This design comes from an exercise in tuning for small area and a short achievable clock period on the open sky130 flow, not from production work. No run shown here included a check of the RTL's function; only the layout flow was run. No activity file was given, so power comes from the tool's default toggle rates.

## flow/design.v (module list and top-level ports; edited modules follow where they fit)
// module top: 21 lines
// module roba_mid: 17 lines
// module roba_expx: 43 lines
// module roba_expy: 29 lines
// module roba_por: 20 lines
// module roba_in: 185 lines
// module roba_sha: 155 lines
// module roba_shb: 121 lines
// module roba_add: 308 lines
// module g_inv: 1 lines
// module g_nand2: 1 lines
// module g_nor2: 1 lines
// module g_xor2: 1 lines
// module g_xnor2: 1 lines
// module g_a21oi: 1 lines
// module g_o21ai: 1 lines
// module g_o22ai: 1 lines
// module g_nor3: 1 lines
// module g_nor4: 1 lines
// module g_and4: 1 lines
// module g_nand3: 1 lines
// module g_nand4: 1 lines
// module g_a22o: 1 lines
// module g_a31oi: 1 lines
// module g_a41oi: 1 lines
module top (
    input             clk,
    input      [15:0] x,
    input      [15:0] y,
    output reg [31:0] Q_p
);
  // ...
==> flow/flow/run.sh <==
#!/bin/bash
# Own layout flow: the standard ORFS flow with these changes:
#  - synthesis keeps the modules named in KEEP (flattened again at the end, as the standard flow's script
#    does) so that ABC maps each with a script of its own (ABC_PLAN: module:script pairs);
#  - ports get PORT_BUF buffers;
#  - timing repair aims SETUP_MARGIN ns below the clock period.
# Every tool's output goes to a log file in the work folder (and ORFS's own logs under orfs/logs).
set -euo pipefail
WORK=$(pwd)
FLOWDIR=$WORK/flow
source $FLOWDIR/settings.sh

cp config.mk my_config.mk
cat >> my_config.mk <<EOC
export SETUP_SLACK_MARGIN = ${SETUP_MARGIN}
export TNS_END_PERCENT = 100
export BUFFER_PORTS_ARGS = -buffer_cell ${PORT_BUF}
export SYNTH_KEEP_MODULES = ${KEEP:-}
EOC
[ -n "${EXTRA_MK:-}" ] && printf '%b\n' "$EXTRA_MK" >> my_config.mk

# synthesis script: the standard flow's, with abc run once per module of ABC_PLAN, each with its own script
{
  echo "proc abc {args} {"
  echo "  set i [lsearch -exact \$args -script]"
  echo "  foreach {mod scr} {${ABC_PLAN}} {"
  echo "    set a \$args"
  echo "    lset a [expr {\$i + 1}] $FLOWDIR/\$scr"
  echo "    yosys abc {*}\$a \$mod"
  echo "  }"
  echo "}"
  cat synth_recipe.tcl
} > my_synth.tcl

make -C "$FLOW_HOME" DESIGN_CONFIG=$WORK/my_config.mk WORK_HOME=$WORK/orfs CLKGATE_MAP_FILE= \
  SYNTH_SCRIPT=$WORK/my_synth.tcl finish > $WORK/make_finish.log 2>&1

RES=$WORK/orfs/results/$FLOW_PLATFORM/top/base
: # left out here: write the final layout as DEF
==> flow/flow/amap.abc <==
strash; dch -f; amap
==> flow/flow/exp.abc <==
strash; dch -f; map -D 900; topo; buffer -N 8; upsize -D 900; dnsize -D 900; stime -p
==> flow/flow/gate.abc <==
strash; map -a
==> flow/flow/settings.sh <==
SETUP_MARGIN=9.75
PORT_BUF=sky130_fd_sc_hd__buf_1
KEEP="roba_expx roba_expy g_a21oi g_inv g_nand2 g_nor2 g_nor3 g_o21ai g_o22ai g_xnor2 g_xor2 "
ABC_PLAN="roba_expx exp.abc roba_expy exp.abc g_* gate.abc top amap.abc"
EXTRA_MK='export ADDER_MAP_FILE =
export CTS_BUF_LIST = sky130_fd_sc_hd__clkbuf_8
export CTS_CLUSTER_SIZE = 32
export CTS_CLUSTER_DIAMETER = 60
export TNS_END_PERCENT = 30'
==> flow/standard.sh <==
#!/bin/bash
# synth_recipe.tcl (not shown) runs the flow's synth.tcl, then flattens the netlist and writes it again
# the make line also repeats each setting of config.mk as NAME=value (left out here)
make -C /OpenROAD-flow-scripts/flow DESIGN_CONFIG=/design/flow/config.mk WORK_HOME=/design/flow/orfs CLKGATE_MAP_FILE= SYNTH_SCRIPT=/design/flow/synth_recipe.tcl "${@:-finish}"
==> flow/config.mk <==
export PLATFORM = sky130hd
export DESIGN_NAME = top
export DESIGN_NICKNAME = top
export VERILOG_FILES = /design/flow/design.v
export SDC_FILE = /design/flow/constraint.sdc
export NUM_CORES = 8
export LEC_CHECK = 0
export CAP_MARGIN = 20
export CORE_MARGIN = 2
export CORE_UTILIZATION = 40
export SLEW_MARGIN = 20
==> flow/constraint.sdc <==
create_clock -name core_clock -period 14.0 [get_ports {clk}]
set_input_delay 2.8000 -clock core_clock [delete_from_list [all_inputs] [get_ports {clk}]]
set_output_delay 2.8000 -clock core_clock [all_outputs]
set_load 0.01 [all_outputs]
==> results.toml, run 1 <==
[synthesis]
post-synth-top-count-cell = "o22ai_1"
synth_edf_count = 0
syn_nets = 869

[drt]
wirelength_mm = 15.78
dr.max_layer_used = "met4"
met2_length_mm = 7.103
antenna_left = 0
firstDrtPassIters = 6
wire_per_inst_um = 14.10

[power_and_ir_drop]
comb_power_uw = 516
power_frac_comb = 0.557
powerDensity_nw_per_um2 = 129.7
internal_power_uw = 526.1

[sta]
rsz0062_at_grt = "true"
worst_pin_slew_ns = 0.9735

[placement]
hpwl_mm = 11.39

[run_status]
status = "complete, no violations"

[grt]
grt_busiest_layer = "met2"
overflow = 0
grt_pass1_vias = 5253
grt_use_met1 = 0.2738

[cells_and_area]
n_antenna_cell = 0
largest_reg_flops = 32
final_cell_mix = "nand2_1 (122), nor2_1 (111), o22ai_1 (108)"
final_nets = 967

[worst_setup_path]
worstSetupPathDepth = 20
crit_required_ns = 14.25
cp.arrival_ns = 4.33
cpPeakStageDelay_ns = 0.36

[die]
die_x_um = 122.4

[clock_tree]
clk_latency_ns = 0.37
==> run 2, diff against run 1 <==
--- a/flow/flow/settings.sh
+++ b/flow/flow/settings.sh
@@ -1,3 +1,3 @@
-SETUP_MARGIN=9.75
+SETUP_MARGIN=9.5
 PORT_BUF=sky130_fd_sc_hd__buf_1
 KEEP="roba_expx roba_expy g_a21oi g_inv g_nand2 g_nor2 g_nor3 g_o21ai g_o22ai g_xnor2 g_xor2 "
@@ -7,3 +7,3 @@
 export CTS_CLUSTER_SIZE = 32
 export CTS_CLUSTER_DIAMETER = 60
-export TNS_END_PERCENT = 30'
+export SKIP_GATE_CLONING = 1'
==> results.toml, run 2 <==
[run_status]
status = "complete, no violations"

[synthesis]
synth_top_area_frac = 0.2320
yosysTopAreaCell = "dfxtp_1"
yosysUniqueCellTypes = 37
ys_async_sr_fraction = 0
post-synth-top-count-cell = "o22ai_1"
syn_nets = 869
avgSynthCellArea_sq_um = 6.709
synth_edf_count = 0
synth_ff_type = "dfxtp_1"
netlist_area_sq_um = 5609
synth_cells = 836
postSynthRegisterBits = 65
synth_warnings = 2
synth_seq_area_share = 0.2320
synthTopCellsByCount = "o22ai_1 (146), nand2_1 (124), nor2_1 (119), xnor2_1 (92), o21ai_0 (67)"
synth.area.top_cells = "dfxtp_1 (23%), o22ai_1 (16%), xnor2_1 (14%)"

[power_and_ir_drop]
leakage_nw = 2.207
powerDensity_nw_per_um2 = 136.3
power_uw = 895.8
max-vdd-ir-drop_mv = 0.04807

[cells_and_area]
final_nets = 958
final_cell_mix = "o22ai_1 (145), nand2_1 (122), nor2_1 (117)"
synthToLayoutAreaGrowth_pct = 17.15
largest_reg_flops = 32
final_common_cell = "o22ai_1"
fill_cells = 1501
n_antenna_cell = 0
multiInputGateArea_sq_um = 4169
top_register = "Q_p"
seq_area_sq_um = 1303
drive_gt1_frac = 0.08602
largestRegisters = "Q_p: 32 flops, ax_r: 16 flops, ay_r: 16 flops"

[sta]
slew_headroom = 0.3089
hold_viol = 0
setup_violations = 0
fmax_mhz = 235.9
worst_pin_slew_ns = 1.037
finalClockSkew_ns = 0.02017
period_share = 0.3029
finalCriticalPeriod_ns = 4.240
slew_violations = 0
timing.setup.tns_ns = 0
rsz0062_at_grt = "false"

[grt]
overflow = 0
grt_pass1_vias = 5338
grtUsageTotal = 0.2055
antenna_found_initial = 0
grt_pass1_wl_mm = 25.02
grt_max_degree = 33

[drt]
vias = 6120
wire_per_inst_um = 13.83
wirelength_mm = 15.35
detail_route.iter0.violations = 483
firstDrtPassIters = 5
drc = 0
viasPerCell = 5.514
antenna_left = 0

[clock_tree]
path_clk_slew_ns = 0.08
cts_inserted_buffers = 9
clk_path_buf_depth = 2
htreeDepth = 3
cts_tree = "yes"
cts_hold_buffers = 0
clock-sinks = 65
root_buffer = "clkbuf_8"
clk_latency_ns = 0.38

[placement]
hpwl_mm = 11.54
port_buffers = 64
place.gp.congestion = 0.9154

[hold_path]
hold_depth = 0
min_path_type = "reg2reg"

[worst_setup_path]
worstPathMaxFanout = 8
cp-start-kind = "flip-flop"
path_buf_inv = 4
path_class = "reg2reg"
slowest_stage = "dfxtp_1"
ff2ff_path_depth = 21
worstPathCellList = "nor2_4 > nand2_2 > inv_4 > nand2_4 > nor3_4 > a221oi_4 > buf_4 > buf_4 > a41oi_1 > o22ai_1 > o22ai_1 > o22ai_1 > o22ai_1 > xnor2_1 > o21ai_1 > a21oi_2 > o21ai_0 > a21oi_2 > buf_4 > o21ai_0 > xor2_1"
cpPeakStageDelay_ns = 0.36
crit_required_ns = 14.26
worstSetupPathDepth = 21
crit_family = "compound AO/OA/AOI/OAI gates"
worst_setup_path_end_kind = "flip-flop"
cpMostUsedCell = "o22ai_1"
cp.arrival_ns = 4.50

[die]
row_count = 43
coreArea_sq_um = 13770
start_util = 0.4072
die_h_um = 122.4
die_x_um = 122.4
die_area_sq_um = 14990
pin_count = 65

[job]
drv_cap = 0
run 2: changes by cell type in the layout (fill, tap and decap cells not counted), sizes merged, moves of 2 or more:
cell | before | now
buf | 87 | 82
inv | 30 | 25
o21ai | 70 | 68
clkinvlp | 2 | 5
run 2: layer usage:
metal | up-vias | GRT usage | part of all wire | wire, um
met5 | - | 0 | 0 | 0
li1 | 3156 | - | - | -
met2 | 209 | 0.3174 | 0.44 | 6712
met1 | 2726 | 0.2784 | 0.47 | 7286
met3 | 29 | 0.03532 | 0.059 | 912
met4 | 0 | 0.09555 | 0.029 | 442
run 2: stage by stage:
step,hold slack (ns),setup WS [ns],util,instance area [sq um],cells
floorplan,0.8128,9.504,-,5650,836
global placement,0.8798,8.116,0.4435,6108,1078
detailed placement,0.8766,8.416,0.4440,6116,1079
CTS,0.8811,9.509,0.4639,6390,1099
global route,0.9017,9.451,0.4771,6571,1110
finish,0.8756,9.760,0.4771,6571,1110
run 2: area by class of cell:
type | instances | area share
Clock buffer | 10 | 0.02094
Clock inverter | 6 | 0.008949
Inverter | 74 | 0.04646
Multi-Input combinational cell | 693 | 0.6344
Sequential cell | 65 | 0.1982
Tap cell | 180 | 0.03427
Timing Repair Buffer | 82 | 0.05674
run 2: cells by family after synthesis:
logic type | count (synthesis) | synth area share
and+or+nand+nor | 288 | 0.2199
AOI/OAI and AO/OA | 282 | 0.3018
xor gates and xnor gates | 123 | 0.1921
buffers and inverters | 78 | 0.05420
DFF | 65 | 0.2320
run 2: Yosys stat by module, one instance, submodules excluded:
module | flops+latches | area, sq um | copies in the design | cells inside
g_xnor2 | 0 | 8.758 | 92 | 1
g_nand2 | 0 | 3.754 | 107 | 1
g_xor2 | 0 | 8.758 | 31 | 1
g_o22ai | 0 | 6.256 | 146 | 1
roba_expy | 0 | 198.9 | 1 | 43
g_a21oi | 0 | 5.005 | 28 | 1
g_nor2 | 0 | 3.754 | 104 | 1
g_o21ai | 0 | 5.005 | 43 | 1
g_inv | 0 | 3.754 | 51 | 1
roba_expx | 0 | 609.3 | 1 | 99
g_nor3 | 0 | 5.005 | 1 | 1
top | 65 | 1466 | 1 | 91
run 2: what timing repair did:
| item | 4_1_cts | 5_1_grt |
|---|---|---|
| buffers inserted | 4 | 11 |
| gates cloned | 0 | 0 |
| pin swaps | 3 | 4 |
| endpoints found under the setup margin | 23 | 19 |
| gates resized for setup | 14 | 22 |
run 2: power by group:
part	switching [mW]	internal, mW
Combinational	0.278	0.189
Sequential	0.0286	0.236
Clock	0.0785	0.0857
Total	0.385	0.511
run 2: path summary, 6_finish.rpt:
check | startpoint | end | slack, ns
worst max-delay path | ax_r[15] | Q_p[29] | 9.76
worst min-delay path | s_r | Q_p[31] | 0.88
worst max register to register | ax_r[15] | Q_p[29] | 9.76
worst min register to register | s_r | Q_p[31] | 0.88
==> run 3, diff against run 2 <==
--- a/flow/flow/settings.sh
+++ b/flow/flow/settings.sh
@@ -6,4 +6,3 @@
 export CTS_BUF_LIST = sky130_fd_sc_hd__clkbuf_8
 export CTS_CLUSTER_SIZE = 32
-export CTS_CLUSTER_DIAMETER = 60
-export SKIP_GATE_CLONING = 1'
+export CTS_CLUSTER_DIAMETER = 60'
==> results.toml, run 3 <==
[cells_and_area]
final_cell_mix = "o22ai_1 (145), nand2_1 (122), nor2_1 (117)"
final_cell_area_sq_um = 6595
n_antenna_cell = 0
largestRegisters = "Q_p: 32 flops, ax_r: 16 flops, ay_r: 16 flops"
final_common_cell = "o22ai_1"
synthToLayoutAreaGrowth_pct = 17.58
final_nets = 959
top_register = "Q_p"
largest_reg_flops = 32
drive_gt1_frac = 0.08700

[job]
drv_cap = 0

[power_and_ir_drop]
powerDensity_nw_per_um2 = 136.4
leakage_nw = 2.207
max-vdd-ir-drop_mv = 0.05178

[synthesis]
synth_cells = 836
synthTopCellsByCount = "o22ai_1 (146), nand2_1 (124), nor2_1 (119), xnor2_1 (92), o21ai_0 (67)"
postSynthRegisterBits = 65
ys_async_sr_fraction = 0
syn_nets = 869
synth_seq_area_share = 0.2320
synth_edf_count = 0
avgSynthCellArea_sq_um = 6.709
netlist_area_sq_um = 5609
synth.area.top_cells = "dfxtp_1 (23%), o22ai_1 (16%), xnor2_1 (14%)"
yosysUniqueCellTypes = 37
yosysTopAreaCell = "dfxtp_1"
synth_warnings = 2
synth_ff_type = "dfxtp_1"
post-synth-top-count-cell = "o22ai_1"
synth_top_area_frac = 0.2320

[placement]
port_buffers = 64
dpl_cell_area_sq_um = 6116
place.gp.congestion = 0.9154
preCtsSetupSlack_ns = 8.416
hpwl_mm = 11.54

[worst_setup_path]
worstPathCellList = "nor2_1 > nand2_2 > inv_4 > nand2_4 > nor3_4 > a221oi_4 > buf_4 > a41oi_1 > o22ai_1 > o22ai_1 > o22ai_1 > o22ai_1 > xnor2_1 > o21ai_0 > a21oi_2 > o21ai_0 > a21oi_2 > buf_4 > o21ai_0 > xor2_1"
r2r_slack_ns = 9.77
worst_setup_path_end_kind = "flip-flop"
crit_family = "compound AO/OA/AOI/OAI gates"
r2r_end = "Q_p[29]"
cpMostUsedCell = "o22ai_1"
path_class = "reg2reg"
crit_required_ns = 14.26
cpPeakStageDelay_ns = 0.43
r2r_start = "ax_r[13]"
ff2ff_path_depth = 20
cp-start-kind = "flip-flop"
cp.arrival_ns = 4.49
slowest_stage = "dfxtp_1"
worstPathMaxFanout = 8
path_buf_inv = 3

[clock_tree]
cts_inserted_buffers = 9
clock-sinks = 65
htreeDepth = 3
clk_path_buf_depth = 2
clk_latency_ns = 0.38
cts_tree = "yes"
cts_hold_buffers = 0
root_buffer = "clkbuf_8"
path_clk_slew_ns = 0.09

[die]
die_h_um = 122.4
coreArea_sq_um = 13770
row_count = 43
die_x_um = 122.4
die_area_sq_um = 14990
pin_count = 65
start_util = 0.4072

[sta]
finalClockSkew_ns = 0.02297
slew_violations = 0
period_share = 0.3021
hold_viol = 0
fmax_mhz = 236.4
slew_headroom = 0.3144
setup_slack_ns = 9.770
timing.setup.tns_ns = 0
hold_ws_ns = 0.8687
setup_violations = 0
worst_pin_slew_ns = 1.028
rsz0062_at_grt = "false"
finalCriticalPeriod_ns = 4.230

[drt]
antenna_left = 0
vias = 6226
drc = 0
viasPerCell = 5.604
firstDrtPassIters = 5
wirelength_mm = 15.67
wire_per_inst_um = 14.10
detail_route.iter0.violations = 632

[grt]
grtUsageTotal = 0.2088
grt_pass1_wl_mm = 25.40
grt_pass1_vias = 5350
antenna_found_initial = 0
grt_max_degree = 33
overflow = 0

[hold_path]
min_from = "s_r"
min_path_type = "reg2reg"
min_to = "Q_p[31]"
hold_depth = 0

[run_status]
status = "complete, no violations"
==> run 3: cell counts after synthesis <==
No cell type changed its count.
==> run 3: Yosys stat by module (local to each module, per instance), excerpt <==
module,copies in the design,cells,flip-flops and latches,area (sq um)
g_a21oi,28,1,0,5.005
g_xor2,31,1,0,8.758
roba_expx,1,99,0,609.3
roba_expy,1,43,0,198.9
g_nor2,104,1,0,3.754
g_o22ai,146,1,0,6.256
g_o21ai,43,1,0,5.005
g_nand2,107,1,0,3.754
==> run 3: worst max path at each step <==
| stage | endpoint | cells past startpoint | slack [ns] | startpoint |
|---|---|---|---|---|
| 2_1_floorplan | Q_p[24] | 19 | 9.50 | ay_r[15] |
| 3_3_place_gp | Q_p[30] | 17 | 8.12 | ay_r[15] |
| 3_5_place_dp | Q_p[28] | 16 | 8.42 | ax_r[7] |
| 4_1_cts | Q_p[19] | 19 | 9.51 | ax_r[15] |
| 5_1_grt | Q_p[29] | 20 | 9.46 | ax_r[13] |
| 6_report | Q_p[29] | 20 | 9.77 | ax_r[13] |
==> run 3: layout make-up <==
type	count	area, sq um
fillers	1504	7178
multi-input cells	696	4204
flip-flops and latches	65	1303
repair buffers	79	352.8
inverters	74	306.5
well taps	180	225.2
clock buffers	10	137.6
clock inverters	6	58.81
repair inverters	1	7.507
==> run 3: logic make-up after synthesis <==
| kind of cell | share of synthesized area |
|---|---|
| simple gates | 0.2199 |
| compound gates | 0.3018 |
| xor+xnor | 0.1921 |
| buf+inv | 0.05420 |
| flops | 0.2320 |
==> run 3: stage by stage <==
stage	power (mW)	util	instances
finish	0.8993	0.4788	1111
global route	0.9681	0.4788	1111
CTS	0.8875	0.4657	1101
detailed placement	0.7131	0.4440	1079
global placement	0.7106	0.4435	1078
floorplan	0.6103	-	836
==> run 3: worst reg2reg max path, delay by kind of cell, from the launching register on <==
kind | cells | cell delay, ns
flip-flops | 1 | 0.43
XOR/XNOR | 2 | 0.50
AO/OA/AOI/OAI | 11 | 2.24
buffers and inverters | 3 | 0.48
AND/OR/NAND/NOR | 4 | 0.43
==> run 3: layer usage <==
metal | part of all wire | global-route usage
met2 | 0.44 | 0.3257
met3 | 0.060 | 0.03020
met5 | 0 | 0
met4 | 0.029 | 0.09483
met1 | 0.47 | 0.2844
==> run 3: what timing repair did <==
action                     CTS  global route
resized for setup           15            25
pin swaps                    3             5
setup buffers                4             8
setup endpoints to repair   23            19
gates cloned                 2             2
==> run 3: where the power goes <==
group          total (mW)  switching (mW)  internal (mW)
clock               0.165          0.0793         0.0857
combinational       0.470           0.280          0.189
sequential          0.265          0.0288          0.236
==> run 4, diff against run 3 <==
--- a/flow/flow/settings.sh
+++ b/flow/flow/settings.sh
@@ -1,3 +1,3 @@
-SETUP_MARGIN=9.5
+SETUP_MARGIN=9.75
 PORT_BUF=sky130_fd_sc_hd__buf_1
 KEEP="roba_expx roba_expy g_a21oi g_inv g_nand2 g_nor2 g_nor3 g_o21ai g_o22ai g_xnor2 g_xor2 "
==> results.toml, run 4 <==
[sta]
worst_pin_slew_ns = 0.9735
fmax_mhz = 245.4
setup_slack_ns = 9.925
finalCriticalPeriod_ns = 4.075
slew_violations = 0
rsz0062_at_grt = "true"
setup_violations = 0
period_share = 0.2911
timing.setup.tns_ns = 0
hold_viol = 0
finalClockSkew_ns = 0.01124
slew_headroom = 0.3510

[clock_tree]
htreeDepth = 3
clk_latency_ns = 0.37
path_clk_slew_ns = 0.08
cts_hold_buffers = 0
root_buffer = "clkbuf_8"
cts_inserted_buffers = 9
cts_tree = "yes"
clock-sinks = 65
clk_path_buf_depth = 2

[worst_setup_path]
slowest_stage = "dfxtp_1"
path_class = "reg2reg"
cpMostUsedCell = "o22ai_1"
worstPathMaxFanout = 8
cp.arrival_ns = 4.33
path_buf_inv = 3
cp-start-kind = "flip-flop"
crit_family = "compound AO/OA/AOI/OAI gates"
worstPathCellList = "nor2_4 > nand2_2 > inv_4 > nand2_4 > nor3_4 > a221oi_4 > buf_4 > a41oi_4 > o22ai_1 > o22ai_1 > o22ai_2 > o22ai_1 > xnor2_2 > nor2_1 > a21oi_1 > o21ai_1 > a21oi_4 > buf_4 > o21ai_0 > xor2_1"
worst_setup_path_end_kind = "flip-flop"
cpPeakStageDelay_ns = 0.36
crit_required_ns = 14.25

[placement]
dpl_cell_area_sq_um = 6122
hpwl_mm = 11.39
port_buffers = 64
place.gp.congestion = 0.9753
dp.cells = 1078
preCtsSetupSlack_ns = 8.721

[synthesis]
synth_edf_count = 0
post-synth-top-count-cell = "o22ai_1"
yosysTopAreaCell = "dfxtp_1"
synth_warnings = 2
synth_seq_area_share = 0.2320
syn_nets = 869
synthTopCellsByCount = "o22ai_1 (146), nand2_1 (124), nor2_1 (119), xnor2_1 (92), o21ai_0 (67)"
netlist_area_sq_um = 5609
avgSynthCellArea_sq_um = 6.709
synth_cells = 836
synth_top_area_frac = 0.2320
yosysUniqueCellTypes = 37
postSynthRegisterBits = 65
synth_ff_type = "dfxtp_1"
ys_async_sr_fraction = 0
synth.area.top_cells = "dfxtp_1 (23%), o22ai_1 (16%), xnor2_1 (14%)"

[die]
coreArea_sq_um = 13770
die_x_um = 122.4
row_count = 43
pin_count = 65
die_area_sq_um = 14990
die_h_um = 122.4
start_util = 0.4072

[power_and_ir_drop]
p_clk_frac = 0.158
sw_frac_of_total = 0.4320
max-vdd-ir-drop_mv = 0.05259
leakage_nw = 2.404
powerDensity_nw_per_um2 = 129.7
p_seq_frac = 0.285
internal_power_uw = 526.1
p_switching_uw = 400.1
power_frac_comb = 0.557

[drt]
firstDrtPassIters = 6
drc = 0
detail_route.iter0.violations = 561
antenna_left = 0
wirelength_mm = 15.78
vias = 6198
viasPerCell = 5.539
wire_per_inst_um = 14.10

[cells_and_area]
final_cells = 1119
drive_gt1_frac = 0.1693
final_cell_area_sq_um = 7141
final_cell_mix = "nand2_1 (122), nor2_1 (111), o22ai_1 (108)"
top_register = "Q_p"
final_common_cell = "nand2_1"
largest_reg_flops = 32
final_nets = 967
largestRegisters = "Q_p: 32 flops, ax_r: 16 flops, ay_r: 16 flops"
n_antenna_cell = 0
synthToLayoutAreaGrowth_pct = 27.30

[grt]
overflow = 0
grtUsageTotal = 0.2056
antenna_found_initial = 0
grt_pass1_wl_mm = 24.99
grt_pass1_vias = 5253
grt_max_degree = 33

[job]
drv_cap = 0

[run_status]
status = "complete, no violations"

[hold_path]
min_path_type = "reg2reg"
-- run 4: cell counts after synthesis --
No cell type changed its count.
-- run 4: stage by stage --
stage | util | hold WS [ns] | total power [mW]
after floorplan | - | 0.8128 | 0.6113
after global placement | 0.4445 | 0.8692 | 0.7081
after detailed placement | 0.4445 | 0.8610 | 0.7082
after CTS | 0.4737 | 0.8707 | 0.8718
after global routing | 0.5184 | 0.9217 | 1.006
final | 0.5184 | 0.8404 | 0.9262
-- run 4: worst paths after layout --
check / slack, ns / start / to / depth (start not counted)
worst min-delay path: 0.84 / s_r / Q_p[31] / 0
worst max register to register: 9.92 / ax_r[15] / Q_p[20] / 20
worst min register to register: 0.84 / s_r / Q_p[31] / 0
worst max-delay path: 9.92 / ax_r[15] / Q_p[20] / 20
-- run 4: modules after synthesis, one instance, submodules excluded, a selection --
module | flops+latches | times used
g_nand2 | 0 | 107
g_inv | 0 | 51
g_xnor2 | 0 | 92
roba_expy | 0 | 1
g_a21oi | 0 | 28
g_nor3 | 0 | 1
-- run 4: final cells by class --
cell class,count,area [sq um]
Clock buffer,11,151.4
Clock inverter,5,30.03
Fill cell,1472,6633
Inverter,74,312.8
Multi-Input combinational cell,696,4653
Sequential cell,65,1304
Tap cell,180,225.2
Timing Repair Buffer,87,457.9
Timing Repair inverter,1,6.256
-- run 4: metal layers --
layer	up-vias	track usage	wire length [um]	part of all wire
li1	3176	-	-	-
met1	2743	0.2738	7324	0.46
met2	235	0.3292	7103	0.45
met3	44	0.04043	967	0.061
met4	0	0.07543	384	0.024
met5	-	0	0	0
-- run 4: cells by family after synthesis --
group | Yosys count | share of synthesized area
AOI/OAI and AO/OA | 282 | 0.3018
xor gates and xnor gates | 123 | 0.1921
buffers and inverters | 78 | 0.05420
DFF | 65 | 0.2320
and+or+nand+nor | 288 | 0.2199
-- run 4: worst reg2reg max path, delay by kind of cell (launching register included) --
family	cells	cell delay, ns
AO/OA/AOI/OAI	10	1.95
XOR/XNOR	2	0.37
AND/OR/NAND/NOR	5	0.78
buffers and inverters	3	0.48
flip-flops	1	0.36
-- run 4: power by group through the flow --
stage,sequential [mW],combinational [mW],clock [mW]
after floorplan,0.283,0.328,0
after global placement,0.267,0.441,0
after detailed placement,0.268,0.440,0
after CTS,0.264,0.455,0.153
after global routing,0.272,0.572,0.162
final,0.264,0.516,0.146
-- run 4: repair_timing --
action,in CTS,in global routing
gates resized for setup,35,88
endpoints found under the setup margin,23,20
buffers inserted,6,15
gates cloned,2,2
pin swaps,6,14
==> run 5, diff against run 4 <==
--- a/flow/flow/settings.sh
+++ b/flow/flow/settings.sh
@@ -1,3 +1,3 @@
-SETUP_MARGIN=9.75
+SETUP_MARGIN=9.5
 PORT_BUF=sky130_fd_sc_hd__buf_1
 KEEP="roba_expx roba_expy g_a21oi g_inv g_nand2 g_nor2 g_nor3 g_o21ai g_o22ai g_xnor2 g_xor2 "
@@ -7,2 +7,4 @@
 export CTS_CLUSTER_SIZE = 32
 export CTS_CLUSTER_DIAMETER = 60'
+EXTRA_MK='export ADDER_MAP_FILE =
+export CTS_ARGS = -sink_clustering_enable -repair_clock_nets -buf_list sky130_fd_sc_hd__clkbuf_8 -sink_clustering_buffer sky130_fd_sc_hd__clkbuf_4 -sink_clustering_size 12 -sink_clustering_max_diameter 50'
==> results.toml, run 5 <==
[worst_setup_path]
worst_setup_path_end_kind = "flip-flop"
crit_family = "compound AO/OA/AOI/OAI gates"
worstPathMaxFanout = 8
cp-start-kind = "flip-flop"
crit_start = "ax_r[13]"
worstSetupPathDepth = 20
cp.arrival_ns = 4.49
slowest_stage = "dfxtp_1"
cpPeakStageDelay_ns = 0.43
path_class = "reg2reg"
r2r_slack_ns = 9.77
worstPathCellList = "nor2_1 > nand2_2 > inv_4 > nand2_4 > nor3_4 > a221oi_4 > buf_4 > a41oi_1 > o22ai_1 > o22ai_1 > o22ai_1 > o22ai_1 > xnor2_1 > o21ai_0 > a21oi_2 > o21ai_0 > a21oi_2 > buf_4 > o21ai_0 > xor2_1"
r2r_start = "ax_r[13]"
cpMostUsedCell = "o22ai_1"
path_buf_inv = 3
crit_required_ns = 14.26
r2r_end = "Q_p[29]"
ff2ff_path_depth = 20

[synthesis]
synth_xor_area_frac = 0.1921
muxShareOfSynthArea = 0
synth_edf_count = 0
syn_nets = 869
netlist_area_sq_um = 5609
synth-compound-area-share = 0.3018
synth_cells = 836
yosysUniqueCellTypes = 37
postSynthRegisterBits = 65
synth_warnings = 2
ys_async_sr_fraction = 0
synth_ff_type = "dfxtp_1"
synth_seq_area_share = 0.2320
synth_top_family_by_area = "compound AO/OA/AOI/OAI gates"
synth_top_area_frac = 0.2320
avgSynthCellArea_sq_um = 6.709
synth-adder-area-share = 0
post-synth-top-count-cell = "o22ai_1"
synthTopCellsByCount = "o22ai_1 (146), nand2_1 (124), nor2_1 (119), xnor2_1 (92), o21ai_0 (67)"
yosys.area_share.simple = 0.2199
yosysTopAreaCell = "dfxtp_1"
synth.area.top_cells = "dfxtp_1 (23%), o22ai_1 (16%), xnor2_1 (14%)"

[cells_and_area]
final_cell_area_sq_um = 6595
drive_gt1_frac = 0.08700
largestRegisters = "Q_p: 32 flops, ax_r: 16 flops, ay_r: 16 flops"
top_register = "Q_p"
final_cell_mix = "o22ai_1 (145), nand2_1 (122), nor2_1 (117)"
final_common_cell = "o22ai_1"
fin_util = 0.4788
final_nets = 959
largest_reg_flops = 32
final_cells = 1111
n_antenna_cell = 0
synthToLayoutAreaGrowth_pct = 17.58

[clock_tree]
cts_hold_buffers = 0
clk_path_buf_depth = 2
cts_inserted_buffers = 9
root_buffer = "clkbuf_8"
htreeDepth = 3
path_clk_slew_ns = 0.09
cts_tree = "yes"
clock-sinks = 65
clk_latency_ns = 0.38

[placement]
port_buffers = 64
place.gp.congestion = 0.9154
dpl_cell_area_sq_um = 6116
preCtsSetupSlack_ns = 8.416
hpwl_mm = 11.54
dp.cells = 1079

[die]
start_util = 0.4072
die_area_sq_um = 14990
coreArea_sq_um = 13770
row_count = 43
die_h_um = 122.4
pin_count = 65
die_x_um = 122.4

[grt]
grt_max_degree = 33
grtUsageTotal = 0.2088
grt_pass1_wl_mm = 25.40
overflow = 0
grt_pass1_vias = 5350
antenna_found_initial = 0

[power_and_ir_drop]
max-vdd-ir-drop_mv = 0.05178
powerDensity_nw_per_um2 = 136.4
power_uw = 899.3
leakage_nw = 2.207

[sta]
rsz0062_at_grt = "false"
worst_pin_slew_ns = 1.028
setup_violations = 0
period_share = 0.3021
slew_headroom = 0.3144
fmax_mhz = 236.4
finalClockSkew_ns = 0.02297
hold_viol = 0
finalCriticalPeriod_ns = 4.230
timing.setup.tns_ns = 0
hold_ws_ns = 0.8687
slew_violations = 0
setup_slack_ns = 9.770

[drt]
wirelength_mm = 15.67
antenna_left = 0
firstDrtPassIters = 5
detail_route.iter0.violations = 632
drc = 0
wire_per_inst_um = 14.10
vias = 6226
viasPerCell = 5.604

[hold_path]
min_from = "s_r"
hold_depth = 0
min_to = "Q_p[31]"
min_path_type = "reg2reg"

[job]
drv_cap = 0

[run_status]
status = "complete, no violations"
==> run 5: cell types whose count changed in the layout (fill, tap and decap cells not counted), sizes merged <==
cell | previous run | this run
buf | 87 | 79
clkinvlp | 2 | 6
o2111ai | 3 | 4
inv | 30 | 26
clkbuf | 11 | 10
bufinv | 0 | 1
o21ai | 70 | 69
==> run 5: Yosys stat by module, one instance, submodules excluded <==
| module | area [sq um] | flip-flops and latches | cells |
|---|---|---|---|
| g_o21ai | 5.005 | 0 | 1 |
| top | 1466 | 65 | 91 |
| g_nand2 | 3.754 | 0 | 1 |
| g_o22ai | 6.256 | 0 | 1 |
| g_inv | 3.754 | 0 | 1 |
| roba_expx | 609.3 | 0 | 99 |
| g_a21oi | 5.005 | 0 | 1 |
| roba_expy | 198.9 | 0 | 43 |
| g_nor2 | 3.754 | 0 | 1 |
| g_xor2 | 8.758 | 0 | 1 |
| g_xnor2 | 8.758 | 0 | 1 |
| g_nor3 | 5.005 | 0 | 1 |
==> run 5: metal layers <==
metal / up-vias / share of wire / global-route usage
li1: 3168 / - / -
met1: 2771 / 0.47 / 0.2844
met2: 256 / 0.44 / 0.3257
met3: 31 / 0.060 / 0.03020
met4: 0 / 0.029 / 0.09483
met5: - / 0 / 0
==> run 5: cell type report <==
class                      instances  area (sq um)
inverter                          74         306.5
multi-input combinational        696          4204
sequential                        65          1303
fill                            1504          7178
clock inverter                     6         58.81
clock buffer                      10         137.6
tap                              180         225.2
timing repair buffer              79         352.8
timing repair inverter             1         7.507
==> run 5: worst max-delay path by stage <==
stage	slack [ns]	end
2_1_floorplan	9.50	Q_p[24]
3_3_place_gp	8.12	Q_p[30]
3_5_place_dp	8.42	Q_p[28]
4_1_cts	9.51	Q_p[19]
5_1_grt	9.46	Q_p[29]
6_report	9.77	Q_p[29]
==> run 5: repair_timing <==
item                                    in CTS  in global routing
endpoints found under the setup margin      23                 19
buffers inserted                             4                  8
cloned                                       2                  2
resized for setup                           15                 25
pin swaps                                    3                  5
==> run 5: power by group <==
| part | leakage (nW) | switching (mW) | total, mW | internal, mW |
|---|---|---|---|---|
| logic | 1.56 | 0.280 | 0.470 | 0.189 |
| clock network | 0.0995 | 0.0793 | 0.165 | 0.0857 |
| registers | 0.549 | 0.0288 | 0.265 | 0.236 |
==> run 5: logic make-up after synthesis <==
kind of cell / count (synthesis)
AOI/OAI and AO/OA: 282
and+or+nand+nor: 288
DFF: 65
xor gates and xnor gates: 123
buffers and inverters: 78
==> run 5: worst register-to-register path: cells and delay by family, from the launching register on <==
kind / cells / cell delay, ns
buffers and inverters: 3 / 0.48
and+or+nand+nor: 4 / 0.43
AOI/OAI and AO/OA: 11 / 2.24
xor gates and xnor gates: 2 / 0.50
DFF: 1 / 0.43
==> run 6, diff against run 5 <==
==> flow/flow/settings.sh (replaced) <==
SETUP_MARGIN=9.5
PORT_BUF=sky130_fd_sc_hd__buf_1
KEEP="roba_expx roba_expy g_inv g_nand2 g_nor2 g_xor2 g_xnor2 g_a21oi g_o21ai g_o22ai g_nor3 g_nor4 g_and4 g_nand3 g_nand4 g_a22o g_a31oi g_a41oi "
ABC_PLAN="roba_expx exp.abc roba_expy exp.abc g_* gate.abc top amap.abc"
EXTRA_MK='export ADDER_MAP_FILE =
export CTS_BUF_LIST = sky130_fd_sc_hd__clkbuf_8
export CTS_CLUSTER_SIZE = 32
export CTS_CLUSTER_DIAMETER = 60'
==> results.toml, run 6 <==
[run_status]
status = "stopped before the end"
error_line = "ERROR: No such module: g_nor4"
stop_stage = "synthesis (1_2_yosys)"

[synthesis]
synth_warnings = 2
==> run 7, diff against run 6 <==
--- a/flow/flow/settings.sh
+++ b/flow/flow/settings.sh
@@ -1,3 +1,3 @@
-SETUP_MARGIN=9.5
+SETUP_MARGIN=9.75
 PORT_BUF=sky130_fd_sc_hd__buf_1
 KEEP="roba_expx roba_expy g_inv g_nand2 g_nor2 g_xor2 g_xnor2 g_a21oi g_o21ai g_o22ai g_nor3 g_nor4 g_and4 g_nand3 g_nand4 g_a22o g_a31oi g_a41oi "
==> results.toml, run 7 <==
[synthesis]
synth_warnings = 2

[run_status]
stop_stage = "synthesis (1_2_yosys)"
status = "stopped before the end"
error_line = "ERROR: No such module: g_nor4"

-- re-timing with driven ports --
Ports are ideal in the flow. The routed layouts listed here were re-timed in OpenROAD. Step 1 sets driving cells, clkbuf_16 on the clock port and buf_2 on the other inputs (assumed; they add their load-dependent delay and slew). Step 2 times the ports against the registers' clock, not the clock port: input delays grow and output delays shrink by t, the midpoint of the rising clock arrivals with the driver on. Three values: ideal ports, drivers, drivers and shift; two values: the first two.
run | shift t [ns] | setup WS [ns] | worst data-port slew with drivers (ns)
run 1 | 0.402 | 9.925 / 9.925 / 9.697 | 0.03
run 2 | 0.401 | 9.760 / 9.760 / 9.640 | 0.03
run 3 | 0.407 | 9.770 / 9.770 / 9.644 | 0.03
run 4 | 0.402 | 9.925 / 9.925 / 9.697 | 0.03
run 5 | 0.407 | 9.770 / 9.770 / 9.644 | 0.03
After both steps setup and hold are still met in every run listed.
